Context: an optimization exercise on an open-source flow, tuned for small area, a short achievable clock period and few clock cycles. The choices shown serve that exercise and are no tape-out recipe. In this exercise RTL edits were held to simulation tests only and were not proved equivalent to the original. Power figures rest on the tool's default switching activity, not on a simulated workload.

== red ==
==> flow/design.v (excerpt) <==
module happy_face (
    input wire signed [31:0] s_x,
    input wire signed [31:0] s_y,
    input wire signed [31:0] height,
    input wire __clock,
    input wire __reset,
    input wire __start,
    input wire __ready,
    output reg __valid,
    output reg __done,
    output reg signed [31:0] __output_0,
    output reg signed [31:0] __output_1
);
For scale: roughly 1600 cells after synthesis, about 13000 µm² of cells after synthesis.
export LEC_CHECK = 0
export ABC_AREA = 1
export CAP_MARGIN = 20
export CORE_MARGIN = 2
export CORE_UTILIZATION = 55
export SLEW_MARGIN = 20
create_clock -name core_clock -period 20.0 [get_ports {__clock}]
standard.sh (not shown) runs the stock make flow with config.mk's settings and CLKGATE_MAP_FILE= SYNTH_SCRIPT=/design/flow/synth_recipe.tcl, a recipe that flattens the netlist after the stock synthesis.
==> flow/flow/run.sh <==
#!/bin/bash
# Standard layout, with plain buffers on the ports instead of delay buffers, a clock tree of
# smaller buffers without dummy loads, and timing repair that aims well below the clock period.
set -euo pipefail
export BUFFER_PORTS_ARGS="-buffer_cell sky130_fd_sc_hd__buf_1"
export CTS_ARGS="-sink_clustering_enable -repair_clock_nets -dont_use_dummy_load -buf_list {sky130_fd_sc_hd__clkbuf_4 sky130_fd_sc_hd__clkbuf_8}"
export SETUP_SLACK_MARGIN=14.9
bash standard.sh > standard.log 2>&1
red | status: complete | timing, DRC, antenna: pass
Testbench counts of red, summed over its fixed seeds: cycles 31,968.
Relative to red, the following input files were edited for blue:
diff --git a/flow/flow/run.sh b/flow/flow/run.sh
--- a/flow/flow/run.sh
+++ b/flow/flow/run.sh
@@ -5,4 +5,4 @@
 export BUFFER_PORTS_ARGS="-buffer_cell sky130_fd_sc_hd__buf_1"
 export CTS_ARGS="-sink_clustering_enable -repair_clock_nets -dont_use_dummy_load -buf_list {sky130_fd_sc_hd__clkbuf_4 sky130_fd_sc_hd__clkbuf_8}"
-export SETUP_SLACK_MARGIN=14.9
+export SETUP_SLACK_MARGIN=14.6
 bash standard.sh > standard.log 2>&1
==> comparison <==
The flow did not stop early for blue: all stages ran, and the layout cleared the timing, design-rule and antenna checks. Total number of tap cells: red vs blue — no meaningful difference. The sequential cell area in the final layout of blue and that of red are within noise of each other. Relative to red, largest fanout on the critical path has increased by 120% in blue.

---

== run A ==
Starting RTL as in the previous note.
==> flow/design.v (excerpt) <==
module happy_face (
    input wire signed [31:0] s_x,
    input wire signed [31:0] s_y,
    input wire signed [31:0] height,
    input wire __clock,
    input wire __reset,
    input wire __start,
    input wire __ready,
    output reg __valid,
    output reg __done,
    output reg signed [31:0] __output_0,
    output reg signed [31:0] __output_1
);
export LEC_CHECK = 0
export ABC_AREA = 1
export CAP_MARGIN = 20
export CORE_MARGIN = 2
export CORE_UTILIZATION = 55
export GPL_ROUTABILITY_DRIVEN = 0
export SLEW_MARGIN = 20
create_clock -name core_clock -period 20.0 [get_ports {__clock}]
==> flow/flow/run.sh <==
#!/bin/bash
# Standard layout, with plain buffers on the ports instead of delay buffers, a clock tree of
# smaller buffers without dummy loads, and timing repair that aims well below the clock period.
set -euo pipefail
export BUFFER_PORTS_ARGS="-buffer_cell sky130_fd_sc_hd__buf_1"
export CTS_ARGS="-sink_clustering_enable -repair_clock_nets -dont_use_dummy_load -buf_list {sky130_fd_sc_hd__clkbuf_4 sky130_fd_sc_hd__clkbuf_8}"
export SETUP_SLACK_MARGIN=14.75
bash standard.sh > standard.log 2>&1
Testbench counts of run A, summed over its fixed seeds: cycles 31,968.
#### Input delta (run B over run A)
- GPL_ROUTABILITY_DRIVEN: 0 -> unset
- CORE_UTILIZATION: 55 -> 70
### Flow results
Run A completed every stage of the flow, and the final layout passed the timing, design-rule and antenna checks.
The flow did not stop early for run B: all stages ran, and the layout cleared the timing, design-rule and antenna checks.
Run A -> run B: power in sequential cells flat
Max clock period minus final worst setup slack across run A and run B: run B
Area growth from synthesis to final layout delta for run B relative to run A: 1.1 points higher
Run B vs run A: power up in run B
Reported for run A and run B, count of clock buffers in the final design turned out identical to the last digit.
The die of run B is smaller than the one used in run A.
Modified inputs, run C compared to run B
- CORE_UTILIZATION now 55, was 70
## What came out
When run C is measured against run B, its overall die width turns out about 12% higher. Against run B as the reference, run C delivers a higher proportion of power drawn by the clock network. Of run C and run B, the lower worst slew margin relative to its limit belongs to run C. Taking run B as the reference, in run C final critical-path share of the clock period went down by 0.69 points, final routed wirelength across all metal layers went down by about 11%, die area went up by 26%. Cell area: run C < run B. Run C against run B: non-clock buffer count shrank by 16; part of the total power dissipated in sequential elements shows an increase of 1.8 points. Relative to run B, the sequential share of layout area of run C is higher by 0.49 points. Capturing instance or port of the critical path: q[2] -> run C, __output_1[24] -> run B. Measured against each other, run C and run B differ in worst setup slack, the higher figure coming from run C.

---

## JK
Another version of the RTL of happy_face (not shown whole).
Size: roughly 1400 cells after synthesis, about 140 flip-flops, ~170 I/O pins, about 13000 µm² of cells after synthesis.
Design happy_face, start of the top module:
module happy_face (
    input wire signed [31:0] s_x,
    input wire signed [31:0] s_y,
    input wire signed [31:0] height,
    input wire __clock,
    input wire __reset,
    input wire __start,
    input wire __ready,
    output reg __valid,
    output reg __done,
    output reg signed [31:0] __output_0,
    output reg signed [31:0] __output_1
);
    localparam [2:0] IDLE = 3'd0, INIT = 3'd1, CIRC = 3'd2, EPRE = 3'd3,
                     EYE = 3'd4, ESW = 3'd5, DONE = 3'd6, NEGM = 3'd7;
    reg [2:0] ph;
    reg [2:0] k;       
    reg eye;           
    reg neg;           
    reg decr;          
    reg contf;         
    reg lastcolf;      
    reg [9:0] x;       
    reg [10:0] y;      
    reg [11:0] s;      
    reg [11:0] g;      
    reg [9:0] q;       
    reg [1:0] r3;      
    reg lastrowf;      
    reg bnegf;         
    reg qzf;           
    wire adv = __ready | ~__valid;
    wire go = ~__start & ~__reset & adv;
    wire iINIT = (ph == INIT);
    wire iCIRC = (ph == CIRC);
    wire iEPRE = (ph == EPRE);
    wire iEYE = (ph == EYE);
    wire iESW = (ph == ESW);
    wire iDONE = (ph == DONE);
    wire iNEGM = (ph == NEGM);
    wire k0 = (k == 3'd0), k1 = (k == 3'd1), k2 = (k == 3'd2), k3 = (k == 3'd3);
    wire k4 = (k == 3'd4), k5 = (k == 3'd5), k6 = (k == 3'd6), k7 = (k == 3'd7);
  ...
clock: 20.0 ns
lec_check: 0
cap_margin: 20
core_margin: 2
core_utilization: 40
slew_margin: 20
run.sh (not shown) runs the stock make flow with config.mk's settings and CLKGATE_MAP_FILE= SYNTH_SCRIPT=/design/flow/synth_recipe.tcl, a recipe that flattens the netlist after the stock synthesis.
Stock flow here: none of the scripts above is used.
JK: full flow OK, the timing, design-rule and antenna checks passed
Testbench counts of JK, summed over its fixed seeds: cycles 31,968.
### JK -> MS
==> flow/flow/run.sh (new file) <==
#!/bin/bash
# Standard layout, with plain buffers on the ports instead of delay buffers and no dummy
# loads in the clock tree.
set -euo pipefail
export BUFFER_PORTS_ARGS="-buffer_cell sky130_fd_sc_hd__buf_1"
export CTS_ARGS="-sink_clustering_enable -repair_clock_nets -dont_use_dummy_load"
bash standard.sh > standard.log 2>&1
==> flow/standard.sh (new file) <==
#!/bin/bash
# synth_recipe.tcl (not shown) runs the flow's synth.tcl, then flattens the netlist and writes it again
# the make line also repeats each setting of config.mk as NAME=value (left out here)
make -C /OpenROAD-flow-scripts/flow DESIGN_CONFIG=/design/flow/config.mk WORK_HOME=/design/flow/orfs CLKGATE_MAP_FILE= SYNTH_SCRIPT=/design/flow/synth_recipe.tcl "${@:-finish}"
removed: flow/run.sh
Notes after the runs:
JK has a higher area after detailed placement than MS.
Signed area change from the synthesized netlist to the final layout in MS is 9.2 points lower than in JK
Of the two values seen for source of the critical timing path, k[1] was produced by JK and ph[0] by MS.
Compared with JK, in MS count of max-cap constraint violations has remained practically unchanged, cell total after placement has remained practically unchanged, total half-perimeter wirelength after legalization and detailed placement has decreased.
From JK to MS the numbers moved as follows: hold slack closely matched the old numbers; sequential cell count stayed essentially flat; total power dropped 9.1%; share of power burned in combinational logic saw an increase; wire length went down by 740 µm.
Modified inputs, AL compared to MS
==> flow/flow/run.sh <==
#!/bin/bash
# Standard layout, with plain buffers on the ports instead of delay buffers, no dummy loads in
# the clock tree, and timing repair that aims well below the clock period.
set -euo pipefail
export BUFFER_PORTS_ARGS="-buffer_cell sky130_fd_sc_hd__buf_1"
export CTS_ARGS="-sink_clustering_enable -repair_clock_nets -dont_use_dummy_load"
export SETUP_SLACK_MARGIN=14.5
export TNS_END_PERCENT=0
bash standard.sh > standard.log 2>&1
### Flow results
- AL -> MS: total CTS buffers delta 0, exact match
- Against MS, final area in AL rose by a few percent.
- Diff MS -> AL: proportion of layout cells with a drive suffix above 1 +3.7 points; hold slack +0.0055 ns; met2 routing resource usage after global routing -0.61 points.
- The type of the setup path with the least slack comes out register to register in one run and primary input to register in the other, namely in MS and AL respectively.
Edits applied to the flow inputs when going from AL to TR:
-- flow/flow/run.sh --
<<< AL, line 6
export CTS_ARGS="-sink_clustering_enable -repair_clock_nets -dont_use_dummy_load"
export SETUP_SLACK_MARGIN=14.5
export TNS_END_PERCENT=0
bash standard.sh > standard.log 2>&1
>>> TR, line 6
export CTS_ARGS="-sink_clustering_enable -repair_clock_nets -dont_use_dummy_load"
export SETUP_SLACK_MARGIN=14.5
bash standard.sh > standard.log 2>&1
## What came out
- Higher final net count was reported by TR, not AL.
- Max proportion of power drawn by the clock network across AL and TR: AL
- AL ended up with __output_1[11] as its worst setup path endpoint; TR ended up with __output_0[6].
- From AL to TR the numbers moved as follows: worst path buffer plus inverter count increased by 2 relative to the old numbers; cell count picked up an extra 32.

---

happy_face, a different RTL version from the one above (not shown whole).
For scale: about 1400 cells after synthesis, ~140 flip-flops, roughly 170 I/O pins.
Settings: LEC_CHECK=0, CAP_MARGIN=20, CORE_MARGIN=2, CORE_UTILIZATION=40, SLEW_MARGIN=20; clock period 20.0 ns.
standard.sh (not shown) runs the stock make flow with config.mk's settings and CLKGATE_MAP_FILE= SYNTH_SCRIPT=/design/flow/synth_recipe.tcl, a recipe that flattens the netlist after the stock synthesis.
==> flow/flow/run.sh <==
#!/bin/bash
# Standard layout, with plain buffers on the ports instead of delay buffers, no dummy loads in
# the clock tree, and timing repair that aims well below the clock period.
set -euo pipefail
export BUFFER_PORTS_ARGS="-buffer_cell sky130_fd_sc_hd__buf_1"
export CTS_ARGS="-sink_clustering_enable -repair_clock_nets -dont_use_dummy_load"
export SETUP_SLACK_MARGIN=14.5
bash standard.sh > standard.log 2>&1
Testbench counts at the start, summed over its fixed seeds: cycles 31,968.
Edit:
==> flow/flow/run.sh (replaced) <==
#!/bin/bash
# Standard layout, with plain buffers on the ports instead of delay buffers, a clock tree of
# smaller buffers without dummy loads, and timing repair that aims well below the clock period.
set -euo pipefail
export BUFFER_PORTS_ARGS="-buffer_cell sky130_fd_sc_hd__buf_1"
export CTS_ARGS="-sink_clustering_enable -repair_clock_nets -dont_use_dummy_load -buf_list {sky130_fd_sc_hd__clkbuf_4 sky130_fd_sc_hd__clkbuf_8}"
export SETUP_SLACK_MARGIN=14.5
bash standard.sh > standard.log 2>&1
- ABC_AREA: default -> 1
Outcome: The changed run passed the timing, design-rule and antenna checks; non-clock buffer count goes down by 45; setup slack improved by 130 ps; wire length goes up by 6.6%; cell area goes down by about 2.5%; clock power goes down by about 32%; count of clock-buffer cells in the layout is unchanged; utilization goes down by 3.6 points.
Edit:
==> flow/flow/run.sh (replaced) <==
#!/bin/bash
# Standard layout, with plain buffers on the ports instead of delay buffers, no dummy loads in
# the clock tree, and timing repair that aims well below the clock period.
set -euo pipefail
export BUFFER_PORTS_ARGS="-buffer_cell sky130_fd_sc_hd__buf_1"
export CTS_ARGS="-sink_clustering_enable -repair_clock_nets -dont_use_dummy_load"
export SETUP_SLACK_MARGIN=14.5
bash standard.sh > standard.log 2>&1
- ABC_AREA: 1 -> default
- CORE_UTILIZATION: 40 -> 65
The new run completed without violations. Area after synthesis fell by a few percent. Final cell count went down by about a fifth. Sequential share of layout area goes down by 0.34 points. Worst setup slack got worse by 160 ps. Critical path depth is higher by 16. Non-clock buffer count went up by 50.
Edit:
==> flow/flow/run.sh (replaced) <==
#!/bin/bash
# Standard layout, with plain buffers on the ports instead of delay buffers, a clock tree of
# smaller buffers without dummy loads, and timing repair that aims well below the clock period.
set -euo pipefail
export BUFFER_PORTS_ARGS="-buffer_cell sky130_fd_sc_hd__buf_1"
export CTS_ARGS="-sink_clustering_enable -repair_clock_nets -dont_use_dummy_load -buf_list {sky130_fd_sc_hd__clkbuf_4 sky130_fd_sc_hd__clkbuf_8}"
export SETUP_SLACK_MARGIN=15
bash standard.sh > standard.log 2>&1
- ABC_AREA: default -> 1
- CORE_UTILIZATION: 65 -> 40
=> The changed run finished clean; clock-buffer cell count stays the same; area after synthesis came out higher by 4.1%; synthesized cell count came out higher by 24%; first-iteration DRC count came out lower by 30%; combinational power came out higher by 46%; routed wire length came out higher by 15%.
Edit:
--- a/flow/flow/run.sh
+++ b/flow/flow/run.sh
@@ -6,3 +6,3 @@
 export CTS_ARGS="-sink_clustering_enable -repair_clock_nets -dont_use_dummy_load -buf_list {sky130_fd_sc_hd__clkbuf_4 sky130_fd_sc_hd__clkbuf_8}"
-export SETUP_SLACK_MARGIN=15
+export SETUP_SLACK_MARGIN=14.5
 bash standard.sh > standard.log 2>&1
- ABC_AREA: 1 -> default
Clock-buffer cell count does not change.
Synthesized cell count falls by 19%.
First-iteration DRC count rises by 6.5%.

separate check: timing with driven ports:
No port has a modelled driver above. Below, the same layouts with a new extraction and two added sets of constraints. Step 1 assumes that a clkbuf_16 drives the clock port and a buf_2 every other input. Step 2 times the ports against the registers' clock, not the clock port: input delays grow and output delays shrink by t, the midpoint of the rising clock arrivals with the driver on. Slacks: ideal ports / drivers / drivers and shift; pairs: ideal ports / drivers.
run	t (ns)	setup slack, ns	slew at the worst register clock pin (ns)
red	0.496	14.905 / 14.887 / 14.415	0.10 / 0.10
blue	0.494	14.726 / 14.719 / 14.225	0.09 / 0.09
run A	0.495	14.841 / 14.860 / 14.370	0.09 / 0.09
run B	0.509	14.750 / 14.750 / 14.285	0.09 / 0.09
run C	0.506	14.888 / 14.848 / 14.398	0.09 / 0.09
JK	0.485	13.621 / 13.621 / 13.621	0.07 / 0.07
MS	0.483	13.728 / 13.728 / 13.512	0.08 / 0.08
AL	0.492	14.278 / 14.310 / 13.818	0.07 / 0.07
TR	0.491	14.599 / 14.628 / 14.136	0.06 / 0.06
the first run of note 4	0.485	14.530 / 14.541 / 14.075	0.08 / 0.08
the second run of note 4	0.530	14.663 / 14.666 / 14.135	0.09 / 0.09
the third run of note 4	0.467	14.506 / 14.506 / 14.118	0.07 / 0.07
the fourth run of note 4	0.532	14.888 / 14.842 / 14.435	0.10 / 0.10
the fifth run of note 4	0.514	14.544 / 14.544 / 14.062	0.11 / 0.11
After both steps setup and hold are still met in every run listed. For the second run of note 4, which loses most, drivers alone change the setup slack by +0.003 ns; drivers and shift together by -0.528 ns.
